Context: an optimization exercise on an open-source flow, tuned for a short achievable clock period and few clock cycles. The choices shown serve that exercise and are no tape-out recipe.
Only simulation tests tie the RTL to the original design; equivalence was not proved.
Power figures rest on the tool's default switching activity, not on a simulated workload.

Setup of the baseline:
==> flow/design.v (excerpt) <==
module Pipeline_CPU( clk_i, rst_n, imem_addr_o, imem_data_i,
                     dmem_addr_o, dmem_wdata_o, dmem_we_o, dmem_re_o, dmem_rdata_i );
Size: ~2100 cells after synthesis, about 84 I/O pins, roughly 16000 um^2 of cells after synthesis.
clock: 7.0 ns
lec_check: 0
abc_clock_period_in_ps: 2000
cap_margin: 20
core_margin: 2
core_utilization: 40
cts_cluster_diameter: 90
cts_cluster_size: 24
place_density: 0.6
setup_slack_margin: 4.6
slew_margin: 20
standard.sh (not shown) runs the stock make flow with config.mk's settings and CLKGATE_MAP_FILE= SYNTH_SCRIPT=/design/flow/synth_recipe.tcl, a recipe that flattens the netlist after the stock synthesis.
==> flow/flow/run.sh <==
#!/bin/bash
# Standard synthesis, then the combinational logic re-mapped by ABC for
# delay (registers untouched), then the standard layout from floorplan on.
set -euo pipefail
R=$PWD/orfs/results/$FLOW_PLATFORM/Pipeline_CPU/base
LIB=$FLOW_HOME/platforms/$FLOW_PLATFORM/lib/sky130_fd_sc_hd__tt_025C_1v80.lib

bash standard.sh $R/1_2_yosys.v > synth.log 2>&1
cp $R/1_2_yosys.v $PWD/std_synth.v
sed -e "s|@LIB@|$LIB|g" -e "s|@IN@|$PWD/std_synth.v|" -e "s|@OUT@|$R/1_2_yosys.v|" \
    -e "s|@TOP@|$FLOW_TOP|" -e "s|@ABC@|$PWD/flow/remap.abc|" flow/remap.ys.in > remap.ys
yosys -q -l remap.log remap.ys > remap.out 2>&1
bash standard.sh > layout.log 2>&1
Other scripts of this flow, unchanged in this note and not shown: flow/flow/remap.abc, flow/flow/remap.ys.in
Testbench counts of the baseline, summed over its fixed seeds: cycles 17,319.
--- input diff the baseline..the candidate ---
-- flow/design.v --
<<< the baseline, line 41
reg         d_pt;         
reg  [7:1]  d_rs, d_rt;   
reg  [7:1]  d_wd;         
reg  [15:0] e_a, e_b;     
>>> the candidate, line 41
reg         d_pt;         
reg  [7:1]  d_rs, d_rt;   
reg  [7:1]  d_rsm;        
reg  [7:1]  d_wd;         
reg  [15:0] e_a, e_b;     
<<< the baseline, line 81
wire        f_wr   = (f_op == 3'd0) | (f_op == 3'd1) | (f_op == 3'd2) | (f_op == 3'd3);
wire [2:0]  f_dn   = f_r ? fi[6:4] : fi[9:7];
wire        f_urs  = (f_op != 3'd2) & ~f_j;                    
wire        f_urt  = f_r | (f_op == 3'd4) | f_beq | f_bne;     
wire [7:0]  f_rs1h = 8'd1 << fi[12:10];
>>> the candidate, line 82
wire        f_wr   = (f_op == 3'd0) | (f_op == 3'd1) | (f_op == 3'd2) | (f_op == 3'd3);
wire [2:0]  f_dn   = f_r ? fi[6:4] : fi[9:7];
wire        f_mem  = (f_op == 3'd3) | (f_op == 3'd4);
wire        f_urs  = (f_op != 3'd2) & ~f_j & ~f_mem;           
wire        f_urt  = f_r | (f_op == 3'd4) | f_beq | f_bne;     
wire [7:0]  f_rs1h = 8'd1 << fi[12:10];
<<< the baseline, line 104
        d_pt  <= f_pt;
        d_rs  <= f_urs ? f_rs1h[7:1] : 7'd0;
        d_rt  <= f_urt ? f_rt1h[7:1] : 7'd0;
        d_wd  <= f_wr  ? f_wd1h[7:1] : 7'd0;
>>> the candidate, line 106
        d_pt  <= f_pt;
        d_rs  <= f_urs ? f_rs1h[7:1] : 7'd0;
        d_rsm <= f_mem ? f_rs1h[7:1] : 7'd0;
        d_rt  <= f_urt ? f_rt1h[7:1] : 7'd0;
        d_wd  <= f_wr  ? f_wd1h[7:1] : 7'd0;
<<< the baseline, line 118
wire is_sw  = (op == 3'd4);
wire is_br  = (op == 3'd5) | (op == 3'd6);
reg [15:0] rs_v, rt_v;
integer i;
always @(*) begin
    rs_v = 16'd0;
    rt_v = 16'd0;
    for (i = 1; i < 8; i = i + 1) begin
        rs_v = rs_v | ({16{d_rs[i]}} & rf[i]);
        rt_v = rt_v | ({16{d_rt[i]}} & rf[i]);
    end
>>> the candidate, line 121
wire is_sw  = (op == 3'd4);
wire is_br  = (op == 3'd5) | (op == 3'd6);
reg [15:0] rs_v, rt_v, rm_v;
integer i;
always @(*) begin
    rs_v = 16'd0;
    rm_v = 16'd0;
    rt_v = 16'd0;
    for (i = 1; i < 8; i = i + 1) begin
        rs_v = rs_v | ({16{d_rs[i]}} & rf[i]);
        rm_v = rm_v | ({16{d_rsm[i]}} & rf[i]);
        rt_v = rt_v | ({16{d_rt[i]}} & rf[i]);
    end
<<< the baseline, line 130
wire hit_s = |(d_rs & e_wd);
wire hit_t = |(d_rt & e_wd);
wire f_mem = (f_op == 3'd3) | (f_op == 3'd4);
always @(posedge clk_i or negedge rst_n) begin
    if (!rst_n)
>>> the candidate, line 135
wire hit_s = |(d_rs & e_wd);
wire hit_t = |(d_rt & e_wd);
always @(posedge clk_i or negedge rst_n) begin
    if (!rst_n)
<<< the baseline, line 162
wire [14:0] d_alt  = d_pt ? d_pcp : d_bt;
wire [15:0] d_addr;
ks_add #(16) u_agu  (.a(rs_v), .b(sext), .cin(1'b0), .s(d_addr), .cout());
always @(posedge clk_i or negedge rst_n) begin
    if (!rst_n) begin
>>> the candidate, line 166
wire [14:0] d_alt  = d_pt ? d_pcp : d_bt;
wire [15:0] d_addr;
ks_add #(16) u_agu  (.a(rm_v), .b(sext), .cin(1'b0), .s(d_addr), .cout());
always @(posedge clk_i or negedge rst_n) begin
    if (!rst_n) begin
==> notes.md <==
For post-route fraction of the period consumed by the critical path, the baseline and the candidate come out practically identical.
Compare the candidate and the baseline | sink count of the clock tree lower: the baseline
The candidate: count of placed standard cells including taps is 137 higher than what the baseline reported.
The candidate ends up with a detailed-route vias per instance that is 4.7% higher than in the baseline.
Against the baseline, synthesized area per cell in the candidate fell by a few percent.
The candidate ends up with a first-pass detailed-route iteration total that is 2 lower than in the baseline.
The share of total power in the clock network of the candidate falls short of that of the baseline by 1.1 points.
| data required time at the worst endpoint | the candidate vs the baseline | 0.02 ns lower |
Of the candidate and the baseline, it is the candidate that has the higher y dimension of the die.
The antenna diode count of the candidate and that of the baseline are within noise of each other.
Relative to the baseline, final setup slack of the worst path has increased by 0.0052 ns in the candidate.
The candidate does worse than the baseline on routed wire length.
Per the comparison of the candidate with the baseline, netlist area before placement rose by about 3.4%; combinational power share went up 2.8 points.
The top layer reached by signal wires comes out met5 in one run and met4 in the other, namely in the candidate and the baseline respectively.
Testbench counts of the candidate, summed over its fixed seeds: cycles 17,319.

afterwards: timing with drivers on the ports:
The results above use ideal ports. As a check the final layouts listed here were re-extracted and re-timed, cells and wires unchanged. Step 1 (the two cells are an assumption about what drives the block):
set clk [get_ports {clk_i}]
set_driving_cell -lib_cell sky130_fd_sc_hd__clkbuf_16 $clk
set_driving_cell -lib_cell sky130_fd_sc_hd__buf_2 [delete_from_list [all_inputs] $clk]
Step 2 moves the port delays by t, midway between the first and last clock arrival at a register: inputs arrive t later, outputs are due t later. That takes back most of the time a late clock gives input paths. Slacks: no drivers / after step 1 / after step 2; pairs: no drivers / after step 1.
run	t (ns)	setup slack, ns	hold slack, ns
the baseline	0.578	4.293 / 4.293 / 3.873	0.442 / 0.442 / 0.442
the candidate	0.593	4.299 / 4.319 / 3.727	0.489 / 0.489 / 0.489
After both steps setup and hold are still met in every run listed. The setup slack of the candidate, which loses most, moves by +0.020 ns with the drivers and by -0.572 ns with both steps.
